Source: an optimization exercise on an open RTL-to-GDS flow (aim: small area, a short achievable clock period and few clock cycles). Production flows keep margins and buffers that such runs may drop. Function was not checked in any run shown here: the RTL went through the layout flow alone.

`flow/design.v`:
```
module addr_sel #(
	parameter DONE_CYC = 41
)
(
	input clk,
	input [5:0] cnt_nx,
	output [9:0] sram_raddr_w0,
	output [9:0] sram_raddr_w1,
	output [9:0] sram_raddr_d0,
	output [9:0] sram_raddr_d1
);
reg [4:0] addr0;
reg [4:0] addr1;
always @(posedge clk) begin
	addr0 <= (cnt_nx == DONE_CYC) ? 5'd0 : cnt_nx[4:0];
	addr1 <= cnt_nx[4:0] - 5'd4;
end
assign sram_raddr_w0 = {5'd0, addr0};
assign sram_raddr_d0 = {5'd0, addr0};
assign sram_raddr_w1 = {5'd0, addr1};
assign sram_raddr_d1 = {5'd0, addr1};
endmodule
module quantize #(
	parameter NK = 2,
	parameter [NK*5-1:0] KPOS = {5'd12, 5'd6},
	parameter [17:0] CORR = 18'd0
)
(
	input [17:0] pc,
	input [NK-1:0] kc,
	output [15:0] q
);
reg [17:0] kv;
integer i;
always @(*) begin
	kv = 18'd0;
	for (i = 0; i < NK; i = i + 1)
		kv[KPOS[i*5 +: 5]] = ~kc[i];
end
wire [17:0] x = ~pc + kv + CORR;
wire wrapped = (x == 18'h20000);
wire hi_ovf = ~x[17] & (x[16] | x[15]);
wire lo_ovf = x[17] & ~(x[16] & x[15]);
wire pos = hi_ovf | wrapped;
wire neg = lo_ovf & ~wrapped;
assign q = pos ? 16'h7fff : neg ? 16'h8000 : x[15:0];
endmodule
module systolic #(
	parameter NK = 2
)
(
	input clk,
	input [5:0] cnt,
	input [5:0] cnt_nx,
	input [31:0] sram_rdata_w0,
	input [31:0] sram_rdata_w1,
	input [31:0] sram_rdata_d0,
	input [31:0] sram_rdata_d1,
	output [8*18-1:0] pbot,
	output [8*NK-1:0] kbot
);
wire [7:0] lane [0:7];    
wire [7:0] dlane [0:7];   
genvar gi, gj;
generate
	for (gj = 0; gj < 4; gj = gj + 1) begin : lanes
		assign lane[gj]     = sram_rdata_w0[31-8*gj -: 8];
		assign lane[gj+4]   = sram_rdata_w1[31-8*gj -: 8];
		assign dlane[gj]    = sram_rdata_d0[31-8*gj -: 8];
		assign dlane[gj+4]  = sram_rdata_d1[31-8*gj -: 8];
	end
endgenerate
reg [14:0] en;
integer s;
always @(posedge clk) begin
	en[0] <= (cnt_nx[2:0] == 3'd1);
	for (s = 1; s < 15; s = s + 1)
		en[s] <= en[s-1];
end
reg [7:0] wr [0:7][0:7];
reg [7:0] dr [0:7][0:7];
reg [17:0] pr [0:7][0:7];
reg [NK-1:0] kr [0:7][0:7];
generate
	for (gi = 0; gi < 8; gi = gi + 1) begin : row
		wire [2:0] rsel = cnt[2:0] - 3'd1 - gi;
		always @(posedge clk)
			dr[gi][0] <= dlane[rsel];
		for (gj = 0; gj < 8; gj = gj + 1) begin : col
			wire [17:0] po;
			wire [NK-1:0] ko;
			always @(posedge clk) begin
				if (en[gi+gj])
					wr[gi][gj] <= lane[gj];
				pr[gi][gj] <= po;
				kr[gi][gj] <= ko;
			end
			if (gj > 0) begin : sh
				always @(posedge clk)
					dr[gi][gj] <= dr[gi][gj-1];
			end
			if (gi == 0) begin : first
				mac_first u (.w(wr[gi][gj]), .d(dr[gi][gj]), .po(po), .ko(ko));
			end else begin : other
				mac u (.w(wr[gi][gj]), .d(dr[gi][gj]), .pi(pr[gi-1][gj]), .ki(kr[gi-1][gj]), .po(po), .ko(ko));
			end
		end
		assign pbot[gi*18 +: 18] = pr[7][gi];
		assign kbot[gi*NK +: NK] = kr[7][gi];
	end
endgenerate
endmodule
module fa (input a, input b, input c, output s, output co);
assign s = a ^ b ^ c;
assign co = (a & b) | (c & (a ^ b));
endmodule
module mac_first (
	input [7:0] w,
	input [7:0] d,
	output [17:0] po,
	output [1:0] ko
);
wire p1;
wire p2;
wire p3;
wire p4;
wire p5;
wire p6;
wire p7;
wire p8;
wire p9;
wire p10;
wire p11;
wire p12;
wire p13;
wire p14;
wire p15;
wire p16;
wire p17;
wire p18;
wire p19;
wire p20;
wire p21;
wire p22;
wire p23;
wire p24;
wire p25;
wire p26;
wire p27;
wire p28;
wire p29;
wire p30;
wire p31;
wire p32;
wire p33;
wire p34;
wire p35;
wire p36;
wire p37;
wire p38;
wire p39;
wire p40;
wire p41;
wire p42;
wire p43;
wire p44;
wire p45;
wire p46;
wire p47;
wire p48;
wire p49;
wire p50;
wire p51;
wire p52;
wire p53;
wire p54;
wire p55;
wire p56;
wire p57;
wire p58;
wire p59;
wire p60;
wire p61;
wire p62;
wire p63;
wire p64;
wire s65;
wire c66;
wire s67;
wire c68;
wire s69;
wire c70;
wire s71;
wire c72;
wire s73;
wire c74;
wire s75;
wire c76;
wire s77;
wire c78;
wire s79;
wire c80;
wire s81;
wire c82;
wire s83;
wire c84;
wire s85;
wire c86;
wire s87;
wire c88;
wire s89;
wire c90;
wire s91;
wire c92;
wire s93;
wire c94;
wire s95;
wire c96;
wire s97;
wire c98;
wire s99;
wire c100;
wire s101;
wire c102;
wire s103;
wire c104;
wire s105;
wire c106;
wire s107;
wire c108;
wire s109;
wire c110;
wire s111;
wire c112;
wire s113;
wire c114;
wire s115;
wire c116;
wire s117;
wire c118;
wire s119;
wire c120;
wire s121;
wire c122;
wire s123;
wire c124;
wire s125;
wire c126;
wire s127;
wire c128;
wire s129;
wire c130;
wire s131;
wire c132;
wire s133;
wire c134;
wire s135;
wire c136;
wire s137;
wire c138;
wire s139;
wire c140;
wire s141;
wire c142;
wire s143;
wire c144;
wire s145;
wire c146;
wire s147;
wire c148;
wire s149;
wire c150;
wire s151;
wire c152;
wire s153;
wire c154;
wire s155;
wire c156;
wire s157;
wire c158;
wire s159;
wire c160;
assign p1 = ~(w[0] & d[0]);
assign p2 = ~(w[0] & d[1]);
assign p3 = ~(w[0] & d[2]);
assign p4 = ~(w[0] & d[3]);
assign p5 = ~(w[0] & d[4]);
assign p6 = ~(w[0] & d[5]);
assign p7 = ~(w[0] & d[6]);
assign p8 = w[0] & d[7];
assign p9 = ~(w[1] & d[0]);
assign p10 = ~(w[1] & d[1]);
assign p11 = ~(w[1] & d[2]);
assign p12 = ~(w[1] & d[3]);
assign p13 = ~(w[1] & d[4]);
assign p14 = ~(w[1] & d[5]);
assign p15 = ~(w[1] & d[6]);
assign p16 = w[1] & d[7];
assign p17 = ~(w[2] & d[0]);
assign p18 = ~(w[2] & d[1]);
assign p19 = ~(w[2] & d[2]);
assign p20 = ~(w[2] & d[3]);
assign p21 = ~(w[2] & d[4]);
assign p22 = ~(w[2] & d[5]);
assign p23 = ~(w[2] & d[6]);
assign p24 = w[2] & d[7];
assign p25 = ~(w[3] & d[0]);
assign p26 = ~(w[3] & d[1]);
assign p27 = ~(w[3] & d[2]);
assign p28 = ~(w[3] & d[3]);
assign p29 = ~(w[3] & d[4]);
assign p30 = ~(w[3] & d[5]);
assign p31 = ~(w[3] & d[6]);
assign p32 = w[3] & d[7];
assign p33 = ~(w[4] & d[0]);
assign p34 = ~(w[4] & d[1]);
assign p35 = ~(w[4] & d[2]);
assign p36 = ~(w[4] & d[3]);
assign p37 = ~(w[4] & d[4]);
assign p38 = ~(w[4] & d[5]);
assign p39 = ~(w[4] & d[6]);
assign p40 = w[4] & d[7];
assign p41 = ~(w[5] & d[0]);
assign p42 = ~(w[5] & d[1]);
assign p43 = ~(w[5] & d[2]);
assign p44 = ~(w[5] & d[3]);
assign p45 = ~(w[5] & d[4]);
assign p46 = ~(w[5] & d[5]);
assign p47 = ~(w[5] & d[6]);
assign p48 = w[5] & d[7];
assign p49 = ~(w[6] & d[0]);
assign p50 = ~(w[6] & d[1]);
assign p51 = ~(w[6] & d[2]);
assign p52 = ~(w[6] & d[3]);
assign p53 = ~(w[6] & d[4]);
assign p54 = ~(w[6] & d[5]);
assign p55 = ~(w[6] & d[6]);
assign p56 = w[6] & d[7];
assign p57 = w[7] & d[0];
assign p58 = w[7] & d[1];
assign p59 = w[7] & d[2];
assign p60 = w[7] & d[3];
assign p61 = w[7] & d[4];
assign p62 = w[7] & d[5];
assign p63 = w[7] & d[6];
assign p64 = ~(w[7] & d[7]);
assign s65 = p7 ^ p14;
assign c66 = p7 & p14;
assign s67 = p8 ^ p15;
assign c68 = p8 & p15;
fa u70 (.a(p22), .b(p29), .c(p36), .s(s69), .co(c70));
assign s71 = p16 ^ p23;
assign c72 = p16 & p23;
fa u74 (.a(p30), .b(p37), .c(p44), .s(s73), .co(c74));
fa u76 (.a(p24), .b(p31), .c(p38), .s(s75), .co(c76));
fa u78 (.a(p5), .b(p12), .c(1'b1), .s(s77), .co(c78));
fa u80 (.a(p6), .b(p13), .c(p20), .s(s79), .co(c80));
fa u82 (.a(p27), .b(p34), .c(1'b1), .s(s81), .co(c82));
fa u84 (.a(p21), .b(p28), .c(p35), .s(s83), .co(c84));
fa u86 (.a(p42), .b(p49), .c(s65), .s(s85), .co(c86));
fa u88 (.a(p43), .b(p50), .c(p57), .s(s87), .co(c88));
fa u90 (.a(c66), .b(s67), .c(s69), .s(s89), .co(c90));
fa u92 (.a(p51), .b(p58), .c(c68), .s(s91), .co(c92));
fa u94 (.a(s71), .b(c70), .c(s73), .s(s93), .co(c94));
fa u96 (.a(p45), .b(p52), .c(p59), .s(s95), .co(c96));
fa u98 (.a(c72), .b(c74), .c(s75), .s(s97), .co(c98));
fa u100 (.a(p32), .b(p39), .c(p46), .s(s99), .co(c100));
fa u102 (.a(p53), .b(p60), .c(c76), .s(s101), .co(c102));
assign s103 = p40 ^ p47;
assign c104 = p40 & p47;
fa u106 (.a(p54), .b(p61), .c(1'b1), .s(s105), .co(c106));
fa u108 (.a(p48), .b(p55), .c(1'b1), .s(s107), .co(c108));
fa u110 (.a(1'b0), .b(p3), .c(1'b1), .s(s109), .co(c110));
fa u112 (.a(p4), .b(p11), .c(p18), .s(s111), .co(c112));
fa u114 (.a(p19), .b(p26), .c(p33), .s(s113), .co(c114));
fa u116 (.a(p41), .b(c78), .c(s81), .s(s115), .co(c116));
fa u118 (.a(c82), .b(c80), .c(s83), .s(s117), .co(c118));
fa u120 (.a(c84), .b(s87), .c(c86), .s(s119), .co(c120));
fa u122 (.a(c88), .b(s91), .c(c90), .s(s121), .co(c122));
fa u124 (.a(s95), .b(c92), .c(c94), .s(s123), .co(c124));
fa u126 (.a(c96), .b(s99), .c(c98), .s(s125), .co(c126));
fa u128 (.a(s103), .b(s105), .c(c100), .s(s127), .co(c128));
fa u130 (.a(p62), .b(c104), .c(c106), .s(s129), .co(c130));
assign s131 = p56 ^ p63;
assign c132 = p56 & p63;
fa u134 (.a(1'b0), .b(p2), .c(1'b1), .s(s133), .co(c134));
fa u136 (.a(p10), .b(p17), .c(s109), .s(s135), .co(c136));
fa u138 (.a(p25), .b(c110), .c(s111), .s(s137), .co(c138));
fa u140 (.a(s77), .b(c112), .c(s113), .s(s139), .co(c140));
fa u142 (.a(c114), .b(s79), .c(s115), .s(s141), .co(c142));
fa u144 (.a(c116), .b(s85), .c(s117), .s(s143), .co(c144));
fa u146 (.a(c118), .b(s89), .c(s119), .s(s145), .co(c146));
fa u148 (.a(s93), .b(c120), .c(s121), .s(s147), .co(c148));
fa u150 (.a(s97), .b(c122), .c(s123), .s(s149), .co(c150));
fa u152 (.a(s101), .b(c124), .c(s125), .s(s151), .co(c152));
fa u154 (.a(c102), .b(s127), .c(c126), .s(s153), .co(c154));
fa u156 (.a(s107), .b(s129), .c(c128), .s(s155), .co(c156));
fa u158 (.a(c108), .b(s131), .c(c130), .s(s157), .co(c158));
assign s159 = p64 ^ c132;
assign c160 = p64 & c132;
wire [17:0] x = {1'b1, 1'b1, c160, c158, c156, c154, c152, c150, c148, c146, c144, c142, c140, c138, c136, c134, s133, p1};
wire [17:0] y = {1'b1, 1'b1, 1'b0, s159, s157, s155, s153, s151, s149, s147, s145, s143, s141, s139, s137, s135, p9, 1'b1};
assign {ko[0], po[5:0]} = {1'b0, x[5:0]} + {1'b0, y[5:0]};
assign {ko[1], po[11:6]} = {1'b0, x[11:6]} + {1'b0, y[11:6]};
assign po[17:12] = x[17:12] + y[17:12];
endmodule
module mac (
	input [7:0] w,
	input [7:0] d,
	input [17:0] pi,
	input [1:0] ki,
	output [17:0] po,
	output [1:0] ko
);
wire p1;
wire p2;
wire p3;
wire p4;
wire p5;
wire p6;
wire p7;
wire p8;
wire p9;
wire p10;
wire p11;
wire p12;
wire p13;
wire p14;
wire p15;
wire p16;
wire p17;
wire p18;
wire p19;
wire p20;
wire p21;
wire p22;
wire p23;
wire p24;
wire p25;
wire p26;
wire p27;
wire p28;
wire p29;
wire p30;
wire p31;
wire p32;
wire p33;
wire p34;
wire p35;
wire p36;
wire p37;
wire p38;
wire p39;
wire p40;
wire p41;
wire p42;
wire p43;
wire p44;
wire p45;
wire p46;
wire p47;
wire p48;
wire p49;
wire p50;
wire p51;
wire p52;
wire p53;
wire p54;
wire p55;
wire p56;
wire p57;
wire p58;
wire p59;
wire p60;
wire p61;
wire p62;
wire p63;
wire p64;
wire s65;
wire c66;
wire s67;
wire c68;
wire s69;
wire c70;
wire s71;
wire c72;
wire s73;
wire c74;
wire s75;
wire c76;
wire s77;
wire c78;
wire s79;
wire c80;
wire s81;
wire c82;
wire s83;
wire c84;
wire s85;
wire c86;
wire s87;
wire c88;
wire s89;
wire c90;
wire s91;
wire c92;
wire s93;
wire c94;
wire s95;
wire c96;
wire s97;
wire c98;
wire s99;
wire c100;
wire s101;
wire c102;
wire s103;
wire c104;
wire s105;
wire c106;
wire s107;
wire c108;
wire s109;
wire c110;
wire s111;
wire c112;
wire s113;
wire c114;
wire s115;
wire c116;
wire s117;
wire c118;
wire s119;
wire c120;
wire s121;
wire c122;
wire s123;
wire c124;
wire s125;
wire c126;
wire s127;
wire c128;
wire s129;
wire c130;
wire s131;
wire c132;
wire s133;
wire c134;
wire s135;
wire c136;
wire s137;
wire c138;
wire s139;
wire c140;
wire s141;
wire c142;
wire s143;
wire c144;
wire s145;
wire c146;
wire s147;
wire c148;
wire s149;
wire c150;
wire s151;
wire c152;
wire s153;
wire c154;
wire s155;
wire c156;
wire s157;
wire c158;
wire s159;
wire c160;
wire s161;
wire c162;
wire s163;
wire c164;
wire s165;
wire c166;
wire s167;
wire c168;
wire s169;
wire c170;
wire s171;
wire c172;
wire s173;
wire c174;
wire s175;
wire c176;
wire s177;
wire c178;
wire s179;
wire c180;
wire s181;
wire c182;
wire s183;
wire c184;
assign p1 = ~(w[0] & d[0]);
assign p2 = ~(w[0] & d[1]);
assign p3 = ~(w[0] & d[2]);
assign p4 = ~(w[0] & d[3]);
assign p5 = ~(w[0] & d[4]);
assign p6 = ~(w[0] & d[5]);
assign p7 = ~(w[0] & d[6]);
assign p8 = w[0] & d[7];
assign p9 = ~(w[1] & d[0]);
assign p10 = ~(w[1] & d[1]);
assign p11 = ~(w[1] & d[2]);
assign p12 = ~(w[1] & d[3]);
assign p13 = ~(w[1] & d[4]);
assign p14 = ~(w[1] & d[5]);
assign p15 = ~(w[1] & d[6]);
assign p16 = w[1] & d[7];
assign p17 = ~(w[2] & d[0]);
assign p18 = ~(w[2] & d[1]);
assign p19 = ~(w[2] & d[2]);
assign p20 = ~(w[2] & d[3]);
assign p21 = ~(w[2] & d[4]);
assign p22 = ~(w[2] & d[5]);
assign p23 = ~(w[2] & d[6]);
assign p24 = w[2] & d[7];
assign p25 = ~(w[3] & d[0]);
assign p26 = ~(w[3] & d[1]);
assign p27 = ~(w[3] & d[2]);
assign p28 = ~(w[3] & d[3]);
assign p29 = ~(w[3] & d[4]);
assign p30 = ~(w[3] & d[5]);
assign p31 = ~(w[3] & d[6]);
assign p32 = w[3] & d[7];
assign p33 = ~(w[4] & d[0]);
assign p34 = ~(w[4] & d[1]);
assign p35 = ~(w[4] & d[2]);
assign p36 = ~(w[4] & d[3]);
assign p37 = ~(w[4] & d[4]);
assign p38 = ~(w[4] & d[5]);
assign p39 = ~(w[4] & d[6]);
assign p40 = w[4] & d[7];
assign p41 = ~(w[5] & d[0]);
assign p42 = ~(w[5] & d[1]);
assign p43 = ~(w[5] & d[2]);
assign p44 = ~(w[5] & d[3]);
assign p45 = ~(w[5] & d[4]);
assign p46 = ~(w[5] & d[5]);
assign p47 = ~(w[5] & d[6]);
assign p48 = w[5] & d[7];
assign p49 = ~(w[6] & d[0]);
assign p50 = ~(w[6] & d[1]);
assign p51 = ~(w[6] & d[2]);
assign p52 = ~(w[6] & d[3]);
assign p53 = ~(w[6] & d[4]);
assign p54 = ~(w[6] & d[5]);
assign p55 = ~(w[6] & d[6]);
assign p56 = w[6] & d[7];
assign p57 = w[7] & d[0];
assign p58 = w[7] & d[1];
assign p59 = w[7] & d[2];
assign p60 = w[7] & d[3];
assign p61 = w[7] & d[4];
assign p62 = w[7] & d[5];
assign p63 = w[7] & d[6];
assign p64 = ~(w[7] & d[7]);
assign s65 = pi[5] ^ p6;
assign c66 = pi[5] & p6;
fa u68 (.a(pi[6]), .b(ki[0]), .c(p7), .s(s67), .co(c68));
fa u70 (.a(p14), .b(p21), .c(p28), .s(s69), .co(c70));
fa u72 (.a(pi[7]), .b(p8), .c(p15), .s(s71), .co(c72));
fa u74 (.a(p22), .b(p29), .c(p36), .s(s73), .co(c74));
assign s75 = p43 ^ p50;
assign c76 = p43 & p50;
fa u78 (.a(pi[8]), .b(p16), .c(p23), .s(s77), .co(c78));
fa u80 (.a(p30), .b(p37), .c(p44), .s(s79), .co(c80));
assign s81 = p51 ^ p58;
assign c82 = p51 & p58;
fa u84 (.a(pi[9]), .b(p24), .c(p31), .s(s83), .co(c84));
fa u86 (.a(p38), .b(p45), .c(p52), .s(s85), .co(c86));
fa u88 (.a(pi[10]), .b(p32), .c(p39), .s(s87), .co(c88));
assign s89 = pi[3] ^ p4;
assign c90 = pi[3] & p4;
fa u92 (.a(pi[4]), .b(p5), .c(p12), .s(s91), .co(c92));
assign s93 = p19 ^ p26;
assign c94 = p19 & p26;
fa u96 (.a(p13), .b(p20), .c(p27), .s(s95), .co(c96));
fa u98 (.a(p34), .b(p41), .c(s65), .s(s97), .co(c98));
fa u100 (.a(p35), .b(p42), .c(p49), .s(s99), .co(c100));
fa u102 (.a(c66), .b(s67), .c(s69), .s(s101), .co(c102));
fa u104 (.a(p57), .b(s75), .c(c68), .s(s103), .co(c104));
fa u106 (.a(c70), .b(s71), .c(s73), .s(s105), .co(c106));
fa u108 (.a(c76), .b(s81), .c(c72), .s(s107), .co(c108));
fa u110 (.a(c74), .b(s77), .c(s79), .s(s109), .co(c110));
fa u112 (.a(p59), .b(c82), .c(c78), .s(s111), .co(c112));
fa u114 (.a(c80), .b(s83), .c(s85), .s(s113), .co(c114));
fa u116 (.a(p46), .b(p53), .c(p60), .s(s115), .co(c116));
fa u118 (.a(c84), .b(c86), .c(s87), .s(s117), .co(c118));
fa u120 (.a(pi[11]), .b(p40), .c(p47), .s(s119), .co(c120));
fa u122 (.a(p54), .b(p61), .c(c88), .s(s121), .co(c122));
fa u124 (.a(pi[12]), .b(ki[1]), .c(p48), .s(s123), .co(c124));
assign s125 = p55 ^ p62;
assign c126 = p55 & p62;
assign s127 = pi[13] ^ p56;
assign c128 = pi[13] & p56;
assign s129 = pi[2] ^ p3;
assign c130 = pi[2] & p3;
fa u132 (.a(p11), .b(p18), .c(p25), .s(s131), .co(c132));
fa u134 (.a(p33), .b(c90), .c(s93), .s(s133), .co(c134));
fa u136 (.a(c94), .b(c92), .c(s95), .s(s135), .co(c136));
fa u138 (.a(c96), .b(s99), .c(c98), .s(s137), .co(c138));
fa u140 (.a(c100), .b(c102), .c(s103), .s(s139), .co(c140));
fa u142 (.a(c104), .b(c106), .c(s107), .s(s141), .co(c142));
fa u144 (.a(c108), .b(c110), .c(s111), .s(s143), .co(c144));
fa u146 (.a(s115), .b(c112), .c(c114), .s(s145), .co(c146));
fa u148 (.a(c116), .b(s119), .c(c118), .s(s147), .co(c148));
fa u150 (.a(s125), .b(c120), .c(s123), .s(s149), .co(c150));
fa u152 (.a(p63), .b(c126), .c(s127), .s(s151), .co(c152));
assign s153 = pi[14] ^ p64;
assign c154 = pi[14] & p64;
assign s155 = pi[1] ^ p2;
assign c156 = pi[1] & p2;
fa u158 (.a(p10), .b(p17), .c(s129), .s(s157), .co(c158));
fa u160 (.a(c130), .b(s89), .c(s131), .s(s159), .co(c160));
fa u162 (.a(c132), .b(s91), .c(s133), .s(s161), .co(c162));
fa u164 (.a(c134), .b(s97), .c(s135), .s(s163), .co(c164));
fa u166 (.a(c136), .b(s101), .c(s137), .s(s165), .co(c166));
fa u168 (.a(s105), .b(c138), .c(s139), .s(s167), .co(c168));
fa u170 (.a(s109), .b(c140), .c(s141), .s(s169), .co(c170));
fa u172 (.a(s113), .b(c142), .c(s143), .s(s171), .co(c172));
fa u174 (.a(s117), .b(c144), .c(s145), .s(s173), .co(c174));
fa u176 (.a(s121), .b(c146), .c(s147), .s(s175), .co(c176));
fa u178 (.a(c122), .b(s149), .c(c148), .s(s177), .co(c178));
fa u180 (.a(c124), .b(s151), .c(c150), .s(s179), .co(c180));
fa u182 (.a(c128), .b(s153), .c(c152), .s(s181), .co(c182));
assign s183 = pi[15] ^ c154;
assign c184 = pi[15] & c154;
wire [17:0] x = {pi[17], c184, c182, c180, c178, c176, c174, c172, c170, c168, c166, c164, c162, c160, c158, c156, s155, pi[0]};
wire [17:0] y = {1'b1, pi[16], s183, s181, s179, s177, s175, s173, s171, s169, s167, s165, s163, s161, s159, s157, p9, p1};
assign {ko[0], po[5:0]} = {1'b0, x[5:0]} + {1'b0, y[5:0]};
assign {ko[1], po[11:6]} = {1'b0, x[11:6]} + {1'b0, y[11:6]};
assign po[17:12] = x[17:12] + y[17:12];
endmodule
module systolic_controll #(
	parameter DONE_CYC = 41
)
(
	input clk,
	input srstn,
	input tpu_start,
	output reg [5:0] cnt,
	output [5:0] cnt_nx,
	output reg tpu_done
);
assign cnt_nx = (~srstn) ? 6'd0 :
                tpu_start ? 6'd1 :
                (cnt != 6'd0 && cnt != DONE_CYC) ? cnt + 6'd1 : 6'd0;
always @(posedge clk) begin
	cnt <= cnt_nx;
	tpu_done <= (cnt_nx == DONE_CYC);
end
endmodule
module write_out #(
	parameter NK = 2,
	parameter [NK*5-1:0] KPOS = {5'd12, 5'd6},
	parameter [17:0] CORR = 18'd0
)
(
	input clk,
	input srstn,
	input [5:0] cnt,
	input [5:0] cnt_nx,
	input [8*18-1:0] pbot,
	input [8*NK-1:0] kbot,
	output reg sram_write_enable_a0,
	output [127:0] sram_wdata_a,
	output [5:0] sram_waddr_a,
	output reg sram_write_enable_b0,
	output [127:0] sram_wdata_b,
	output [5:0] sram_waddr_b,
	output reg sram_write_enable_c0,
	output [127:0] sram_wdata_c,
	output [5:0] sram_waddr_c
);
reg [127:0] xw;
reg [127:0] yw;
reg [3:0] addr_ac;
reg addr_b3;
reg odd;         
reg [7:0] lsel;  
reg [7:0] umask;  
wire [5:0] pm_nx = cnt_nx - 6'd10;
wire [5:0] pm = cnt - 6'd10;
integer p;
always @(posedge clk) begin
	odd <= pm_nx[3];
	for (p = 0; p < 8; p = p + 1) begin
		lsel[p] <= (pm_nx[2:0] == p);
		umask[p] <= (pm_nx[2:0] < p);
	end
end
wire [15:0] q [0:7];
genvar s, t;
generate
	for (s = 0; s < 8; s = s + 1) begin : colq
		quantize #(.NK(NK), .KPOS(KPOS), .CORR(CORR)) u (.pc(pbot[s*18 +: 18]), .kc(kbot[s*NK +: NK]), .q(q[s]));
	end
	for (s = 0; s < 8; s = s + 1) begin : slot
		wire [15:0] lt [0:s];
		for (t = 0; t <= s; t = t + 1) begin : lp
			assign lt[t] = (t == 0 ? 16'd0 : lt[t-1]) | ({16{lsel[7-s+t]}} & q[t]);
		end
		wire [15:0] lv = lt[s];
		wire [15:0] uv = {16{umask[s]}} & q[s];
		always @(posedge clk) begin
			xw[s*16 +: 16] <= odd ? uv : lv;
			yw[s*16 +: 16] <= odd ? lv : uv;
		end
	end
endgenerate
always @(posedge clk) begin
	addr_ac <= pm[3:0];
	addr_b3 <= ~pm[3];
	sram_write_enable_a0 <= ~(srstn && cnt >= 6'd10 && cnt <= 6'd24);
	sram_write_enable_b0 <= ~(srstn && cnt >= 6'd18 && cnt <= 6'd32);
	sram_write_enable_c0 <= ~(srstn && cnt >= 6'd26 && cnt <= 6'd40);
end
assign sram_wdata_a = xw;
assign sram_wdata_c = xw;
assign sram_wdata_b = yw;
assign sram_waddr_a = {2'd0, addr_ac};
assign sram_waddr_c = {2'd0, addr_ac};
assign sram_waddr_b = {2'd0, addr_b3, addr_ac[2:0]};
endmodule
module tpu_top#(
	parameter ARRAY_SIZE = 8,
	parameter SRAM_DATA_WIDTH = 32,
	parameter DATA_WIDTH = 8,
	parameter OUTPUT_DATA_WIDTH = 16
)
(
	input clk,
	input srstn,
	input tpu_start,
	input [SRAM_DATA_WIDTH-1:0] sram_rdata_w0,
	input [SRAM_DATA_WIDTH-1:0] sram_rdata_w1,
	input [SRAM_DATA_WIDTH-1:0] sram_rdata_d0,
	input [SRAM_DATA_WIDTH-1:0] sram_rdata_d1,
	output [9:0] sram_raddr_w0,
	output [9:0] sram_raddr_w1,
	output [9:0] sram_raddr_d0,
	output [9:0] sram_raddr_d1,
	output sram_write_enable_a0,
	output [ARRAY_SIZE*OUTPUT_DATA_WIDTH-1:0] sram_wdata_a,
	output [5:0] sram_waddr_a,
	output sram_write_enable_b0,
	output [ARRAY_SIZE*OUTPUT_DATA_WIDTH-1:0] sram_wdata_b,
	output [5:0] sram_waddr_b,
	output sram_write_enable_c0,
	output [ARRAY_SIZE*OUTPUT_DATA_WIDTH-1:0] sram_wdata_c,
	output [5:0] sram_waddr_c,
	output tpu_done
);
localparam NK = 2;
localparam [NK*5-1:0] KPOS = {5'd12, 5'd6};
localparam [17:0] CORR = 18'd0;
wire [5:0] cnt;
wire [5:0] cnt_nx;
wire [8*18-1:0] pbot;
wire [8*NK-1:0] kbot;
systolic_controll systolic_controll (
	.clk(clk),
	.srstn(srstn),
	.tpu_start(tpu_start),
	.cnt(cnt),
	.cnt_nx(cnt_nx),
	.tpu_done(tpu_done)
);
addr_sel addr_sel (
	.clk(clk),
	.cnt_nx(cnt_nx),
	.sram_raddr_w0(sram_raddr_w0),
	.sram_raddr_w1(sram_raddr_w1),
	.sram_raddr_d0(sram_raddr_d0),
	.sram_raddr_d1(sram_raddr_d1)
);
systolic #(.NK(NK)) systolic (
	.clk(clk),
	.cnt(cnt),
	.cnt_nx(cnt_nx),
	.sram_rdata_w0(sram_rdata_w0),
	.sram_rdata_w1(sram_rdata_w1),
	.sram_rdata_d0(sram_rdata_d0),
	.sram_rdata_d1(sram_rdata_d1),
	.pbot(pbot),
	.kbot(kbot)
);
write_out #(.NK(NK), .KPOS(KPOS), .CORR(CORR)) write_out (
	.clk(clk),
	.srstn(srstn),
	.cnt(cnt),
	.cnt_nx(cnt_nx),
	.pbot(pbot),
	.kbot(kbot),
	.sram_write_enable_a0(sram_write_enable_a0),
	.sram_wdata_a(sram_wdata_a),
	.sram_waddr_a(sram_waddr_a),
	.sram_write_enable_b0(sram_write_enable_b0),
	.sram_wdata_b(sram_wdata_b),
	.sram_waddr_b(sram_waddr_b),
	.sram_write_enable_c0(sram_write_enable_c0),
	.sram_wdata_c(sram_wdata_c),
	.sram_waddr_c(sram_waddr_c)
);
endmodule
```
`flow/run.sh`:
```
#!/bin/bash
# synth_recipe.tcl (not shown) runs the flow's synth.tcl, then flattens the netlist and writes it again
# the make line also repeats each setting of config.mk as NAME=value (left out here)
make -C /OpenROAD-flow-scripts/flow DESIGN_CONFIG=/design/flow/config.mk WORK_HOME=/design/flow/orfs CLKGATE_MAP_FILE= SYNTH_SCRIPT=/design/flow/synth_recipe.tcl finish
```
`flow/config.mk`:
```
export PLATFORM = sky130hd
export DESIGN_NAME = tpu_top
export DESIGN_NICKNAME = tpu_top
export VERILOG_FILES = /design/flow/design.v
export SDC_FILE = /design/flow/constraint.sdc
export NUM_CORES = 8
export LEC_CHECK = 0
export CAP_MARGIN = 20
export CORE_MARGIN = 2
export CORE_UTILIZATION = 55
export SETUP_SLACK_MARGIN = 5
export SLEW_MARGIN = 20
export SYNTH_HIERARCHICAL = 1
```
`flow/constraint.sdc`:
```
create_clock -name core_clock -period 9.0 [get_ports {clk}]
set_input_delay 1.8000 -clock core_clock [delete_from_list [all_inputs] [get_ports {clk}]]
set_output_delay 1.8000 -clock core_clock [all_outputs]
set_load 0.01 [all_outputs]
```
==> results.txt, run 1 <==
global route overflow 0; root buffer cell clkbuf_16; startpoint class of the critical path register; IO Count a little under 600; initial antenna violation count 39; Async S/R FF share, synth 0%; Syn Area/Cell between 10 and 15 um^2; status complete, no violations; CTS sink cnt ~2600; Hold Crit Start systolic.pr[9][17]; fmax 246 MHz; register area ~58000 um^2; crit path kind register to register; vias in the first global route between 100k and 150k; Post-synth EDFFs between 500 and 600; library cells used by synthesis 95; Core ar. 365000 um^2; Hold Vio Cnt, Final 0; DRT iter0 DRCs between 8000 and 9000; Clock Skew 43.6 ps; Layout fillers approximately 30000; RD Place Congestion between 0.9 and 1; headroom to the max-slew limit 4.50%; number of cell rows about 220; crit share post-route a little under half; min cycle time layout slightly above 4000 ps; largest net degree at the start of global routing between 100 and 150; Worst Max-Slew Pin Slew 1430 ps; area delta synth->final 9.75%; maximum fanout along the worst path 10; Crit. Startpoint systolic.pr[58][6]; DP HPWL 399000 um; Synth Warn # 19; Vias/cell approximately 5.7; Placed Area 210000 um^2; RSZ-0062 raised after global routing yes; arrival time at the worst endpoint 4920 ps; Setup Viol. Count Final 0; Final Max Slew Viols 0; DR pass1 iterations 13; Critical Path Most Common Cell ha_1; die area 371000 um^2; first-pass GRT wire length just under 800000 um; critical-path cell list inv_1 -> ha_1 -> ha_1 -> or3b_2 -> a21oi_1 -> a211oi_1 -> o41ai_4 -> o21ai_2 -> nor2_1 -> a222oi_1 -> and3_1 -> o21ai_0; Hold Path Class register to register; DR vias between 100k and 150k; Max clock buf depth 4; CTS tree done; CP max stage cell nor2_1; Main synth FF type dfxtp_1; post-synthesis sequential area ratio ~29%; input/output buffers 550; chip width 609 um; mapped cell area slightly above 200000 um^2; Routed Antenna Nets 0; Max-Cap Viols 0; CP Capture Type register; R2R Path Start systolic.pr[58][6]; Layout Nets 23100; GRT Util Overall 26.8%; # DRC 0; Starting Density between 50% and 60%; Die Height between 600 and 700 um; multi-input combinational cell area 139000 um^2; per-cell routed wire length 21.4 um; Cells after Synth roughly 18000; worst skew pair latency 930 ps; largest stage delay on the critical path ~1100 ps; synthesized flop and latch total roughly 2600; WL final 494000 um; H-tree lvl count 5; clk slew on worst S/H paths 60 ps; Num CTS Buffers 309; Final Cell Area between 200000 and 250000 um^2; Required @ worst endpoint just under 10000 ps; layout cells sized above 1 under 10%; setup TNS 0 ps
-- routing by layer --
layer  routed length [um]  vias to the layer above  track usage (%)
met5                  115                        -                0
met4                13400                       14             7.00
met3                28500                      734             4.11
met2               242000                     3114             45.2
met1               210000                    67200             36.4
li1                     -                    59900                -
-- per-module statistics from Yosys, one instance, submodules excluded, excerpt --
module / flops+latches / area (um^2) / cells / times used
mac: 0 / 1050 / 151 / 56
mac_first: 0 / 932 / 143 / 8
addr_sel: 10 / 523 / 53 / 1
systolic_controll: 7 / 384 / 40 / 1
fa: 0 / 20.0 / 1 / 3080
-- placed cells by master (no fill, tap or decap), drive strengths merged, types with 59 or more instances in the layout --
cell	n
nand2	3319
fa	3272
dfxtp	2104
ha	1777
and2	941
a21oi	760
o21ai	660
clkdlybuf4s50	546
edfxtp	512
xnor2	460
clkbuf	385
inv	377
a21o	322
a211oi	319
nor2	295
xor2	228
o21bai	177
a22oi	168
nand3	167
nand2b	138
buf	99
conb	98
clkinv	88
a222oi	87
a22o	85
nor2b	79
and3	75
o21a	72
o31a	72
nor3	59
-- cell type report --
cell class	count	share of cell area [%]
Antenna cell	22	0.0249
Clock buffer	385	3.95
Clock inverter	181	0.934
Inverter	337	0.574
Multi-Input combinational cell	14000	62.9
Sequential cell	2616	26.0
Tap cell	4816	2.72
Timing Repair Buffer	648	2.83
-- flip-flops by register name, indices dropped and copies added, names as in the netlist --
| register | count |
|---|---|
| systolic_controll.cnt | 6 |
| write_out.umask | 7 |
| addr_sel.addr0 | 5 |
| systolic.en | 15 |
| write_out.xw | 128 |
| write_out.addr_ac | 4 |
| systolic.wr | 512 |
| write_out.addr_b3 | 1 |
| write_out.sram_write_enable_c0 | 1 |
| systolic_controll.tpu_done | 1 |
| addr_sel.addr1 | 5 |
| systolic.pr | 1152 |
| write_out.sram_write_enable_b0 | 1 |
| write_out.yw | 128 |
| systolic.dr | 512 |
| write_out.lsel | 8 |
| write_out.sram_write_enable_a0 | 1 |
| systolic.kr | 128 |
| write_out.odd | 1 |
-- synth_stat cells, drive strengths merged (138+ instances only) --
| cell | n | area, um^2 |
|---|---|---|
| a211oi | 319 | 3240 |
| a21o | 322 | 2490 |
| a21oi | 760 | 3830 |
| a22oi | 168 | 1260 |
| and2 | 941 | 5910 |
| buf | 310 | 2110 |
| clkbuf | 513 | 1930 |
| dfxtp | 2104 | 42100 |
| edfxtp | 512 | 15400 |
| fa | 3272 | 65500 |
| ha | 1777 | 22200 |
| inv | 336 | 1260 |
| nand2 | 3319 | 12500 |
| nand2b | 138 | 863 |
| nand3 | 167 | 881 |
| nor2 | 295 | 1130 |
| o21ai | 660 | 3370 |
| o21bai | 177 | 1330 |
| xnor2 | 460 | 4030 |
| xor2 | 228 | 2000 |
-- through the flow --
| stage | util, % | setup WS (ps) | hold slack [ps] | cells |
|---|---|---|---|---|
| 6_report | 60.6 | 4940 | 415 | 23000 |
| 5_1_grt | 60.6 | 4840 | 433 | 23000 |
| 3_3_place_gp | 57.5 | 4680 | 413 | 22400 |
| 2_1_floorplan | - | 5490 | 329 | 17800 |
| 3_5_place_dp | 57.5 | 4650 | 417 | 22400 |
| 4_1_cts | 60.5 | 5000 | 417 | 23000 |
-- logic make-up (layout without fill, tap and decap cells) --
| family | Yosys count | in the layout | synth area share (%) |
|---|---|---|---|
| flops | 2616 | 2616 | 28.5 |
| compound gates | 2882 | 2882 | 9.98 |
| buf+inv | 1160 | 1551 | 2.63 |
| xor+xnor | 689 | 689 | 3.00 |
| other cells | 18 | 120 | 0.0335 |
| fa+ha+maj | 5049 | 5049 | 43.5 |
| simple gates | 5258 | 5258 | 12.0 |
| mux | 44 | 44 | 0.262 |
-- worst max-delay path: cells and delay by family (launching register included) --
| family | cells | cell delay [ps] |
|---|---|---|
| flip-flops | 1 | 300 |
| AO/OA/AOI/OAI | 6 | 1280 |
| buffers and inverters | 1 | 60 |
| AND/OR/NAND/NOR | 3 | 1850 |
| adder cells (fa/ha/maj) | 2 | 490 |
-- what timing repair did --
action                     in CTS  in global routing
buffers inserted                0                  7
hold buffers                    0                  0
resized for setup              24                 34
setup endpoints to repair      44                 73
cloned                          0                  0
-- worst paths after layout --
| kind | endpoint | slack (ps) | depth (start not counted) |
|---|---|---|---|
| hold / removal | systolic.pr[17][17] | 420 | 1 |
| setup / recovery | write_out.yw[70] | 4940 | 12 |
| setup reg to reg | write_out.yw[70] | 4940 | 12 |
| hold reg to reg | systolic.pr[17][17] | 420 | 1 |
==> run 2, diff against run 1 <==
--- a/flow/design.v
+++ b/flow/design.v
@@ -119,5 +119,5 @@
 	input [7:0] d,
 	output [17:0] po,
-	output [1:0] ko
+	output [4:0] ko
 );
 wire p1;
@@ -281,4 +281,6 @@
 wire s159;
 wire c160;
+wire s161;
+wire c162;
 assign p1 = ~(w[0] & d[0]);
 assign p2 = ~(w[0] & d[1]);
@@ -350,58 +352,59 @@
 assign c68 = p8 & p15;
 fa u70 (.a(p22), .b(p29), .c(p36), .s(s69), .co(c70));
-assign s71 = p16 ^ p23;
-assign c72 = p16 & p23;
-fa u74 (.a(p30), .b(p37), .c(p44), .s(s73), .co(c74));
+fa u72 (.a(p16), .b(p23), .c(p30), .s(s71), .co(c72));
+fa u74 (.a(p37), .b(p44), .c(1'b1), .s(s73), .co(c74));
 fa u76 (.a(p24), .b(p31), .c(p38), .s(s75), .co(c76));
-fa u78 (.a(p5), .b(p12), .c(1'b1), .s(s77), .co(c78));
-fa u80 (.a(p6), .b(p13), .c(p20), .s(s79), .co(c80));
-fa u82 (.a(p27), .b(p34), .c(1'b1), .s(s81), .co(c82));
-fa u84 (.a(p21), .b(p28), .c(p35), .s(s83), .co(c84));
-fa u86 (.a(p42), .b(p49), .c(s65), .s(s85), .co(c86));
-fa u88 (.a(p43), .b(p50), .c(p57), .s(s87), .co(c88));
-fa u90 (.a(c66), .b(s67), .c(s69), .s(s89), .co(c90));
-fa u92 (.a(p51), .b(p58), .c(c68), .s(s91), .co(c92));
-fa u94 (.a(s71), .b(c70), .c(s73), .s(s93), .co(c94));
-fa u96 (.a(p45), .b(p52), .c(p59), .s(s95), .co(c96));
-fa u98 (.a(c72), .b(c74), .c(s75), .s(s97), .co(c98));
-fa u100 (.a(p32), .b(p39), .c(p46), .s(s99), .co(c100));
-fa u102 (.a(p53), .b(p60), .c(c76), .s(s101), .co(c102));
-assign s103 = p40 ^ p47;
-assign c104 = p40 & p47;
-fa u106 (.a(p54), .b(p61), .c(1'b1), .s(s105), .co(c106));
-fa u108 (.a(p48), .b(p55), .c(1'b1), .s(s107), .co(c108));
-fa u110 (.a(1'b0), .b(p3), .c(1'b1), .s(s109), .co(c110));
-fa u112 (.a(p4), .b(p11), .c(p18), .s(s111), .co(c112));
-fa u114 (.a(p19), .b(p26), .c(p33), .s(s113), .co(c114));
-fa u116 (.a(p41), .b(c78), .c(s81), .s(s115), .co(c116));
-fa u118 (.a(c82), .b(c80), .c(s83), .s(s117), .co(c118));
-fa u120 (.a(c84), .b(s87), .c(c86), .s(s119), .co(c120));
-fa u122 (.a(c88), .b(s91), .c(c90), .s(s121), .co(c122));
-fa u124 (.a(s95), .b(c92), .c(c94), .s(s123), .co(c124));
-fa u126 (.a(c96), .b(s99), .c(c98), .s(s125), .co(c126));
-fa u128 (.a(s103), .b(s105), .c(c100), .s(s127), .co(c128));
-fa u130 (.a(p62), .b(c104), .c(c106), .s(s129), .co(c130));
-assign s131 = p56 ^ p63;
-assign c132 = p56 & p63;
-fa u134 (.a(1'b0), .b(p2), .c(1'b1), .s(s133), .co(c134));
-fa u136 (.a(p10), .b(p17), .c(s109), .s(s135), .co(c136));
-fa u138 (.a(p25), .b(c110), .c(s111), .s(s137), .co(c138));
-fa u140 (.a(s77), .b(c112), .c(s113), .s(s139), .co(c140));
-fa u142 (.a(c114), .b(s79), .c(s115), .s(s141), .co(c142));
-fa u144 (.a(c116), .b(s85), .c(s117), .s(s143), .co(c144));
-fa u146 (.a(c118), .b(s89), .c(s119), .s(s145), .co(c146));
-fa u148 (.a(s93), .b(c120), .c(s121), .s(s147), .co(c148));
-fa u150 (.a(s97), .b(c122), .c(s123), .s(s149), .co(c150));
-fa u152 (.a(s101), .b(c124), .c(s125), .s(s151), .co(c152));
-fa u154 (.a(c102), .b(s127), .c(c126), .s(s153), .co(c154));
-fa u156 (.a(s107), .b(s129), .c(c128), .s(s155), .co(c156));
+fa u78 (.a(1'b0), .b(p32), .c(1'b1), .s(s77), .co(c78));
+fa u80 (.a(p5), .b(p12), .c(1'b1), .s(s79), .co(c80));
+fa u82 (.a(p6), .b(p13), .c(p20), .s(s81), .co(c82));
+fa u84 (.a(p27), .b(p34), .c(1'b1), .s(s83), .co(c84));
+fa u86 (.a(p21), .b(p28), .c(p35), .s(s85), .co(c86));
+fa u88 (.a(p42), .b(p49), .c(s65), .s(s87), .co(c88));
+fa u90 (.a(p43), .b(p50), .c(p57), .s(s89), .co(c90));
+fa u92 (.a(c66), .b(s67), .c(s69), .s(s91), .co(c92));
+fa u94 (.a(p51), .b(p58), .c(c68), .s(s93), .co(c94));
+fa u96 (.a(s73), .b(c70), .c(s71), .s(s95), .co(c96));
+fa u98 (.a(p45), .b(p52), .c(p59), .s(s97), .co(c98));
+fa u100 (.a(c74), .b(c72), .c(s75), .s(s99), .co(c100));
+fa u102 (.a(p39), .b(p46), .c(p53), .s(s101), .co(c102));
+fa u104 (.a(p60), .b(s77), .c(c76), .s(s103), .co(c104));
+fa u106 (.a(p40), .b(p47), .c(p54), .s(s105), .co(c106));
+fa u108 (.a(p61), .b(c78), .c(1'b1), .s(s107), .co(c108));
+fa u110 (.a(p48), .b(p55), .c(1'b1), .s(s109), .co(c110));
+fa u112 (.a(1'b0), .b(p3), .c(1'b1), .s(s111), .co(c112));
+fa u114 (.a(p4), .b(p11), .c(p18), .s(s113), .co(c114));
+fa u116 (.a(p19), .b(p26), .c(p33), .s(s115), .co(c116));
+fa u118 (.a(p41), .b(c80), .c(s83), .s(s117), .co(c118));
+fa u120 (.a(c84), .b(c82), .c(s85), .s(s119), .co(c120));
+fa u122 (.a(c86), .b(s89), .c(c88), .s(s121), .co(c122));
+fa u124 (.a(c90), .b(s93), .c(c92), .s(s123), .co(c124));
+fa u126 (.a(s97), .b(c94), .c(c96), .s(s125), .co(c126));
+fa u128 (.a(c98), .b(s101), .c(c100), .s(s127), .co(c128));
+fa u130 (.a(c102), .b(s105), .c(s107), .s(s129), .co(c130));
+fa u132 (.a(p62), .b(s109), .c(c106), .s(s131), .co(c132));
+assign s133 = p56 ^ p63;
+assign c134 = p56 & p63;
+fa u136 (.a(1'b0), .b(p2), .c(1'b1), .s(s135), .co(c136));
+fa u138 (.a(p10), .b(p17), .c(s111), .s(s137), .co(c138));
+fa u140 (.a(p25), .b(c112), .c(s113), .s(s139), .co(c140));
+fa u142 (.a(s79), .b(c114), .c(s115), .s(s141), .co(c142));
+fa u144 (.a(c116), .b(s81), .c(s117), .s(s143), .co(c144));
+fa u146 (.a(c118), .b(s87), .c(s119), .s(s145), .co(c146));
+fa u148 (.a(c120), .b(s91), .c(s121), .s(s147), .co(c148));
+fa u150 (.a(s95), .b(c122), .c(s123), .s(s149), .co(c150));
+fa u152 (.a(s99), .b(c124), .c(s125), .s(s151), .co(c152));
+fa u154 (.a(s103), .b(c126), .c(s127), .s(s153), .co(c154));
+fa u156 (.a(c104), .b(s129), .c(c128), .s(s155), .co(c156));
 fa u158 (.a(c108), .b(s131), .c(c130), .s(s157), .co(c158));
-assign s159 = p64 ^ c132;
-assign c160 = p64 & c132;
-wire [17:0] x = {1'b1, 1'b1, c160, c158, c156, c154, c152, c150, c148, c146, c144, c142, c140, c138, c136, c134, s133, p1};
-wire [17:0] y = {1'b1, 1'b1, 1'b0, s159, s157, s155, s153, s151, s149, s147, s145, s143, s141, s139, s137, s135, p9, 1'b1};
+fa u160 (.a(c110), .b(s133), .c(c132), .s(s159), .co(c160));
+fa u162 (.a(p64), .b(c134), .c(1'b1), .s(s161), .co(c162));
+wire [17:0] x = {1'b1, 1'b1, c162, c160, c158, c156, c154, c152, c150, c148, c146, c144, c142, c140, c138, c136, s135, p1};
+wire [17:0] y = {1'b1, 1'b1, 1'b0, s161, s159, s157, s155, s153, s151, s149, s147, s145, s143, s141, s139, s137, p9, 1'b1};
 assign {ko[0], po[5:0]} = {1'b0, x[5:0]} + {1'b0, y[5:0]};
-assign {ko[1], po[11:6]} = {1'b0, x[11:6]} + {1'b0, y[11:6]};
-assign po[17:12] = x[17:12] + y[17:12];
+assign {ko[1], po[7:6]} = {1'b0, x[7:6]} + {1'b0, y[7:6]};
+assign {ko[2], po[9:8]} = {1'b0, x[9:8]} + {1'b0, y[9:8]};
+assign {ko[3], po[11:10]} = {1'b0, x[11:10]} + {1'b0, y[11:10]};
+assign {ko[4], po[13:12]} = {1'b0, x[13:12]} + {1'b0, y[13:12]};
+assign po[17:14] = x[17:14] + y[17:14];
 endmodule
 module mac (
@@ -409,7 +412,7 @@
 	input [7:0] d,
 	input [17:0] pi,
-	input [1:0] ki,
+	input [4:0] ki,
 	output [17:0] po,
-	output [1:0] ko
+	output [4:0] ko
 );
 wire p1;
@@ -597,4 +600,8 @@
 wire s183;
 wire c184;
+wire s185;
+wire c186;
+wire s187;
+wire c188;
 assign p1 = ~(w[0] & d[0]);
 assign p2 = ~(w[0] & d[1]);
@@ -669,72 +676,76 @@
 assign s75 = p43 ^ p50;
 assign c76 = p43 & p50;
-fa u78 (.a(pi[8]), .b(p16), .c(p23), .s(s77), .co(c78));
-fa u80 (.a(p30), .b(p37), .c(p44), .s(s79), .co(c80));
-assign s81 = p51 ^ p58;
-assign c82 = p51 & p58;
+fa u78 (.a(pi[8]), .b(ki[1]), .c(p16), .s(s77), .co(c78));
+fa u80 (.a(p23), .b(p30), .c(p37), .s(s79), .co(c80));
+fa u82 (.a(p44), .b(p51), .c(p58), .s(s81), .co(c82));
 fa u84 (.a(pi[9]), .b(p24), .c(p31), .s(s83), .co(c84));
 fa u86 (.a(p38), .b(p45), .c(p52), .s(s85), .co(c86));
-fa u88 (.a(pi[10]), .b(p32), .c(p39), .s(s87), .co(c88));
-assign s89 = pi[3] ^ p4;
-assign c90 = pi[3] & p4;
-fa u92 (.a(pi[4]), .b(p5), .c(p12), .s(s91), .co(c92));
-assign s93 = p19 ^ p26;
-assign c94 = p19 & p26;
-fa u96 (.a(p13), .b(p20), .c(p27), .s(s95), .co(c96));
-fa u98 (.a(p34), .b(p41), .c(s65), .s(s97), .co(c98));
-fa u100 (.a(p35), .b(p42), .c(p49), .s(s99), .co(c100));
-fa u102 (.a(c66), .b(s67), .c(s69), .s(s101), .co(c102));
-fa u104 (.a(p57), .b(s75), .c(c68), .s(s103), .co(c104));
-fa u106 (.a(c70), .b(s71), .c(s73), .s(s105), .co(c106));
-fa u108 (.a(c76), .b(s81), .c(c72), .s(s107), .co(c108));
-fa u110 (.a(c74), .b(s77), .c(s79), .s(s109), .co(c110));
-fa u112 (.a(p59), .b(c82), .c(c78), .s(s111), .co(c112));
-fa u114 (.a(c80), .b(s83), .c(s85), .s(s113), .co(c114));
-fa u116 (.a(p46), .b(p53), .c(p60), .s(s115), .co(c116));
-fa u118 (.a(c84), .b(c86), .c(s87), .s(s117), .co(c118));
-fa u120 (.a(pi[11]), .b(p40), .c(p47), .s(s119), .co(c120));
-fa u122 (.a(p54), .b(p61), .c(c88), .s(s121), .co(c122));
-fa u124 (.a(pi[12]), .b(ki[1]), .c(p48), .s(s123), .co(c124));
-assign s125 = p55 ^ p62;
-assign c126 = p55 & p62;
-assign s127 = pi[13] ^ p56;
-assign c128 = pi[13] & p56;
-assign s129 = pi[2] ^ p3;
-assign c130 = pi[2] & p3;
-fa u132 (.a(p11), .b(p18), .c(p25), .s(s131), .co(c132));
-fa u134 (.a(p33), .b(c90), .c(s93), .s(s133), .co(c134));
-fa u136 (.a(c94), .b(c92), .c(s95), .s(s135), .co(c136));
-fa u138 (.a(c96), .b(s99), .c(c98), .s(s137), .co(c138));
-fa u140 (.a(c100), .b(c102), .c(s103), .s(s139), .co(c140));
-fa u142 (.a(c104), .b(c106), .c(s107), .s(s141), .co(c142));
-fa u144 (.a(c108), .b(c110), .c(s111), .s(s143), .co(c144));
-fa u146 (.a(s115), .b(c112), .c(c114), .s(s145), .co(c146));
-fa u148 (.a(c116), .b(s119), .c(c118), .s(s147), .co(c148));
-fa u150 (.a(s125), .b(c120), .c(s123), .s(s149), .co(c150));
-fa u152 (.a(p63), .b(c126), .c(s127), .s(s151), .co(c152));
-assign s153 = pi[14] ^ p64;
-assign c154 = pi[14] & p64;
-assign s155 = pi[1] ^ p2;
-assign c156 = pi[1] & p2;
-fa u158 (.a(p10), .b(p17), .c(s129), .s(s157), .co(c158));
-fa u160 (.a(c130), .b(s89), .c(s131), .s(s159), .co(c160));
-fa u162 (.a(c132), .b(s91), .c(s133), .s(s161), .co(c162));
-fa u164 (.a(c134), .b(s97), .c(s135), .s(s163), .co(c164));
-fa u166 (.a(c136), .b(s101), .c(s137), .s(s165), .co(c166));
-fa u168 (.a(s105), .b(c138), .c(s139), .s(s167), .co(c168));
-fa u170 (.a(s109), .b(c140), .c(s141), .s(s169), .co(c170));
-fa u172 (.a(s113), .b(c142), .c(s143), .s(s171), .co(c172));
-fa u174 (.a(s117), .b(c144), .c(s145), .s(s173), .co(c174));
-fa u176 (.a(s121), .b(c146), .c(s147), .s(s175), .co(c176));
-fa u178 (.a(c122), .b(s149), .c(c148), .s(s177), .co(c178));
-fa u180 (.a(c124), .b(s151), .c(c150), .s(s179), .co(c180));
-fa u182 (.a(c128), .b(s153), .c(c152), .s(s181), .co(c182));
-assign s183 = pi[15] ^ c154;
-assign c184 = pi[15] & c154;
-wire [17:0] x = {pi[17], c184, c182, c180, c178, c176, c174, c172, c170, c168, c166, c164, c162, c160, c158, c156, s155, pi[0]};
-wire [17:0] y = {1'b1, pi[16], s183, s181, s179, s177, s175, s173, s171, s169, s167, s165, s163, s161, s159, s157, p9, p1};
+fa u88 (.a(pi[10]), .b(ki[2]), .c(p32), .s(s87), .co(c88));
+assign s89 = p39 ^ p46;
+assign c90 = p39 & p46;
+assign s91 = pi[11] ^ p40;
+assign c92 = pi[11] & p40;
+assign s93 = pi[3] ^ p4;
+assign c94 = pi[3] & p4;
+fa u96 (.a(pi[4]), .b(p5), .c(p12), .s(s95), .co(c96));
+assign s97 = p19 ^ p26;
+assign c98 = p19 & p26;
+fa u100 (.a(p13), .b(p20), .c(p27), .s(s99), .co(c100));
+fa u102 (.a(p34), .b(p41), .c(s65), .s(s101), .co(c102));
+fa u104 (.a(p35), .b(p42), .c(p49), .s(s103), .co(c104));
+fa u106 (.a(c66), .b(s67), .c(s69), .s(s105), .co(c106));
+fa u108 (.a(p57), .b(s75), .c(c68), .s(s107), .co(c108));
+fa u110 (.a(c70), .b(s71), .c(s73), .s(s109), .co(c110));
+fa u112 (.a(c76), .b(c72), .c(c74), .s(s111), .co(c112));
+fa u114 (.a(s77), .b(s79), .c(s81), .s(s113), .co(c114));
+fa u116 (.a(p59), .b(c78), .c(c80), .s(s115), .co(c116));
+fa u118 (.a(c82), .b(s83), .c(s85), .s(s117), .co(c118));
+fa u120 (.a(p53), .b(p60), .c(s89), .s(s119), .co(c120));
+fa u122 (.a(c84), .b(c86), .c(s87), .s(s121), .co(c122));
+fa u124 (.a(p47), .b(p54), .c(p61), .s(s123), .co(c124));
+fa u126 (.a(c90), .b(s91), .c(c88), .s(s125), .co(c126));
+fa u128 (.a(pi[12]), .b(ki[3]), .c(p48), .s(s127), .co(c128));
+fa u130 (.a(p55), .b(p62), .c(c92), .s(s129), .co(c130));
+assign s131 = pi[13] ^ p56;
+assign c132 = pi[13] & p56;
+assign s133 = pi[2] ^ p3;
+assign c134 = pi[2] & p3;
+fa u136 (.a(p11), .b(p18), .c(p25), .s(s135), .co(c136));
+fa u138 (.a(p33), .b(c94), .c(s97), .s(s137), .co(c138));
+fa u140 (.a(c98), .b(c96), .c(s99), .s(s139), .co(c140));
+fa u142 (.a(c100), .b(s103), .c(c102), .s(s141), .co(c142));
+fa u144 (.a(c104), .b(c106), .c(s107), .s(s143), .co(c144));
+fa u146 (.a(c108), .b(c110), .c(s111), .s(s145), .co(c146));
+fa u148 (.a(c112), .b(c114), .c(s115), .s(s147), .co(c148));
+fa u150 (.a(s119), .b(c116), .c(c118), .s(s149), .co(c150));
+fa u152 (.a(s123), .b(c120), .c(c122), .s(s151), .co(c152));
+fa u154 (.a(c124), .b(s127), .c(s129), .s(s153), .co(c154));
+fa u156 (.a(p63), .b(s131), .c(c128), .s(s155), .co(c156));
+fa u158 (.a(pi[14]), .b(ki[4]), .c(p64), .s(s157), .co(c158));
+assign s159 = pi[1] ^ p2;
+assign c160 = pi[1] & p2;
+fa u162 (.a(p10), .b(p17), .c(s133), .s(s161), .co(c162));
+fa u164 (.a(c134), .b(s93), .c(s135), .s(s163), .co(c164));
+fa u166 (.a(c136), .b(s95), .c(s137), .s(s165), .co(c166));
+fa u168 (.a(c138), .b(s101), .c(s139), .s(s167), .co(c168));
+fa u170 (.a(c140), .b(s105), .c(s141), .s(s169), .co(c170));
+fa u172 (.a(s109), .b(c142), .c(s143), .s(s171), .co(c172));
+fa u174 (.a(s113), .b(c144), .c(s145), .s(s173), .co(c174));
+fa u176 (.a(s117), .b(c146), .c(s147), .s(s175), .co(c176));
+fa u178 (.a(s121), .b(c148), .c(s149), .s(s177), .co(c178));
+fa u180 (.a(s125), .b(c150), .c(s151), .s(s179), .co(c180));
+fa u182 (.a(c126), .b(s153), .c(c152), .s(s181), .co(c182));
+fa u184 (.a(c130), .b(s155), .c(c154), .s(s183), .co(c184));
+fa u186 (.a(c132), .b(s157), .c(c156), .s(s185), .co(c186));
+assign s187 = pi[15] ^ c158;
+assign c188 = pi[15] & c158;
+wire [17:0] x = {pi[17], c188, c186, c184, c182, c180, c178, c176, c174, c172, c170, c168, c166, c164, c162, c160, s159, pi[0]};
+wire [17:0] y = {1'b1, pi[16], s187, s185, s183, s181, s179, s177, s175, s173, s171, s169, s167, s165, s163, s161, p9, p1};
 assign {ko[0], po[5:0]} = {1'b0, x[5:0]} + {1'b0, y[5:0]};
-assign {ko[1], po[11:6]} = {1'b0, x[11:6]} + {1'b0, y[11:6]};
-assign po[17:12] = x[17:12] + y[17:12];
+assign {ko[1], po[7:6]} = {1'b0, x[7:6]} + {1'b0, y[7:6]};
+assign {ko[2], po[9:8]} = {1'b0, x[9:8]} + {1'b0, y[9:8]};
+assign {ko[3], po[11:10]} = {1'b0, x[11:10]} + {1'b0, y[11:10]};
+assign {ko[4], po[13:12]} = {1'b0, x[13:12]} + {1'b0, y[13:12]};
+assign po[17:14] = x[17:14] + y[17:14];
 endmodule
 module systolic_controll #(
@@ -858,6 +869,6 @@
 	output tpu_done
 );
-localparam NK = 2;
-localparam [NK*5-1:0] KPOS = {5'd12, 5'd6};
+localparam NK = 5;
+localparam [NK*5-1:0] KPOS = {5'd14, 5'd12, 5'd10, 5'd8, 5'd6};
 localparam [17:0] CORR = 18'd0;
 wire [5:0] cnt;
==> run 2 against run 1 <==
  * Register-to-register slack improved by 140 ps
  * Global-route usage rose by 0.22 points
  * Still clean
  * Wire length fell by 0.95%
  * Highest routed layer unchanged
  * Clock skew fell by 8.6 ps
  * Via count fell by 5.2%
  * Fmax rose by 2.9%
==> results.txt, run 2 <==
Final WS setup roughly 5000 ps; headroom to the max-slew limit between 10% and 20%; first-pass GRT wire length ~770000 um; chip width just over 600 um; vias in the first global route 132000; area delta synth->final 10.3%; Main synth FF type dfxtp_1; crit share post-route 43.9%; library cells used by synthesis 90; Synth Warn # 19; top-count cell post-synth fa_1; Setup WS pre-CTS approximately 4700 ps; Hold Path Class register to register; critical-path cell list clkdlybuf4s50_1; Layout Nets about 22000; fmax roughly 250 MHz; setup TNS 0 ps; number of cell rows 221; layout cells sized above 1 approximately 5.1%; Synth area leaders fa_1 (37%), dfxtp_1 (23%), ha_1 (9.2%), edfxtp_1 (7.7%), nand2_1 (6.3%); Top delay family on crit path buffers and inverters; Final Max Slew Viols 0; Hold Vio Cnt, Final 0; Cells after Synth 16500; DP HPWL roughly 400000 um; mapped cell area 199000 um^2; CP max stage cell clkdlybuf4s50_1; commonest non-fill, non-tap cell in the layout fa_1; GRT Util Overall around 27%; crit path kind register to output pin; DR pass1 iterations 10; # DRC 0; synthesized flop and latch total between 2000 and 3000; initial antenna violation count 17; Core ar. approximately 360000 um^2; clk slew on worst S/H paths roughly 60 ps; Yosys top cell area share between 30 and 40%; Vias/cell 5.64; RSZ-0062 raised after global routing yes; Largest register FFs roughly 1200; hold buffer count at CTS 0; die area ~370000 um^2; multi-input combinational cell area approximately 130000 um^2; Clock Skew about 35 ps; DR vias between 100k and 150k; sum of buffers and inverters on the critical path 1; largest stage delay on the critical path approximately 670 ps; DRT iter0 DRCs approximately 8900; Syn Area/Cell ~12 um^2; H-tree lvl count 5; register area roughly 61000 um^2; min cycle time layout around 4000 ps; global route overflow 0; Routed Antenna Nets 0; largest net degree at the start of global routing around 120; Post-synth EDFFs 512; per-cell routed wire length 22.2 um; startpoint class of the critical path register; input/output buffers 550; Yosys top cell by area fa_1; CTS tree done; Die Height 606 um; status complete, no violations; Num CTS Buffers between 300 and 400; root buffer cell clkbuf_16; Starting Density 55.1%; Regs by FF count systolic.pr: 1152 flops, systolic.dr: 512 flops, systolic.wr: 512 flops; CP Capture Type output pin; WL final between 400000 and 500000 um; post-synthesis sequential area ratio 30.8%; RD Place Congestion roughly 0.91; Required @ worst endpoint between 7000 and 8000 ps; CTS sink cnt about 2800; Layout fillers 29100; Max clock buf depth 4; worst skew pair latency slightly above 900 ps; arrival time at the worst endpoint around 2200 ps; Top reg by flops systolic.pr; Async S/R FF share, synth 0%; final core occ 60.8%; Setup Viol. Count Final 0; IO Count 577; Worst Max-Slew Pin Slew approximately 1300 ps; Max-Cap Viols 0; commonest cells after routing, fill and taps aside fa_1 (3656), nand2_1 (3351), dfxtp_1 (2270), ha_1 (1471), and2_1 (909); top post-synthesis cells by count fa_1 (3656), nand2_1 (3351), dfxtp_1 (2296); maximum fanout along the worst path 2
-- run 2: cell types whose count changed in the layout (fill, tap and decap cells not counted), sizes merged, moves of 80 or more --
| cell | delta |
|---|---|
| o21bai | -120 |
| nor2 | -240 |
| nand2b | -96 |
| a21oi | -352 |
| fa | +384 |
| xnor2 | -200 |
| dfxtp | +192 |
| inv | +164 |
| a211oi | -192 |
| xor2 | -80 |
| nor3b | +96 |
| ha | -304 |
| o21ai | -224 |
-- run 2: path summary, 6_finish.rpt --
path | start | slack [ps] | cells past startpoint | endpoint
setup / recovery | write_out.xw[98] | 5050 | 1 | sram_wdata_c[98]
hold / removal | systolic.pr[5][17] | 420 | 1 | systolic.pr[13][17]
setup reg to reg | systolic_controll.cnt[0] | 5080 | 10 | systolic.dr[56][4]
hold reg to reg | systolic.pr[5][17] | 420 | 1 | systolic.pr[13][17]
-- run 2: layout make-up --
type,count,share of cell area (%)
Antenna cell,12,0.0137
Timing Repair Buffer,620,2.76
Multi-Input combinational cell,12600,60.6
Tap cell,4794,2.73
Clock inverter,164,0.817
Inverter,513,0.878
Clock buffer,435,4.24
Sequential cell,2808,27.9
-- run 2: timing repair --
action                                  in CTS  in global routing
setup buffers                                0                  2
endpoints found under the setup margin      24                 72
pin swaps                                    0                  1
gates resized for setup                     13                  5
-- run 2: logic make-up after synthesis --
logic type	Yosys count	synth area share, %
AOI/OAI and AO/OA	1970	6.88
DFF	2808	30.8
xor gates and xnor gates	409	1.90
adders and majority gates	5129	46.0
muxes	44	0.265
other	18	0.0339
and+or+nand+nor	4962	11.6
buffers and inverters	1120	2.58
-- run 2: Yosys stat by module, one instance, submodules excluded, excerpt --
| module | flops+latches | cells inside | cell area (um^2) |
|---|---|---|---|
| addr_sel | 10 | 53 | 523 |
| fa | 0 | 1 | 20.0 |
| mac_first | 0 | 117 | 752 |
| mac | 0 | 124 | 881 |
| systolic_controll | 7 | 40 | 384 |
-- run 2: worst register-to-register path, stage by stage, from the launching register on --
cell and delay, ps:
dfxtp_1 310, buf_4 300, inv_1 170, ha_1 270
xor2_2 160, buf_4 320, inv_2 270, ha_1 430
nor4_2 830, a222oi_1 180, o21ai_0 470
-- run 2: stage by stage --
step	cells	cell area, um^2	hold slack, ps
2_1_floorplan	16600	200000	329
3_3_place_gp	21400	208000	412
3_5_place_dp	21400	209000	413
4_1_cts	22000	220000	419
5_1_grt	22000	220000	435
6_report	22000	220000	422
-- run 2: routing by layer --
layer / track usage, % / routed length, um / part of all wire [%] / vias to the layer above
met5: 0 / 40 / 0.0082 / -
li1: - / - / - / 55400
met2: 43.8 / 232000 / 48 / 3252
met3: 3.75 / 26700 / 5.5 / 760
met1: 38.2 / 215000 / 44 / 64700
met4: 7.99 / 15100 / 3.1 / 6

## what the ideal ports hide
No port has a modelled driver above. Below, the same layouts with a new extraction and two added sets of constraints. Step 1 assumes that a clkbuf_16 drives the clock port and a buf_2 every other input. Step 2 moves the port delays by t, midway between the first and last clock arrival at a register: inputs arrive t later, outputs are due t later. That takes back most of the time a late clock gives input paths. a / b / c = ideal / step 1 / step 2; a / b = the first two.
run	t (ns)	slack for setup (ns)	worst hold slack (ns)	worst setup path at the end	clock arrival spread, ns
run 1	1.018	4.936 / 4.921 / 4.648	0.415 / 0.415 / 0.415	input to register	0.059 / 0.059
run 2	1.019	5.049 / 4.944 / 4.687	0.422 / 0.422 / 0.422	input to register	0.051 / 0.051
After both steps setup and hold are still met in every run listed. For run 2, which loses most, drivers alone change the setup slack by -0.105 ns; drivers and shift together by -0.362 ns.
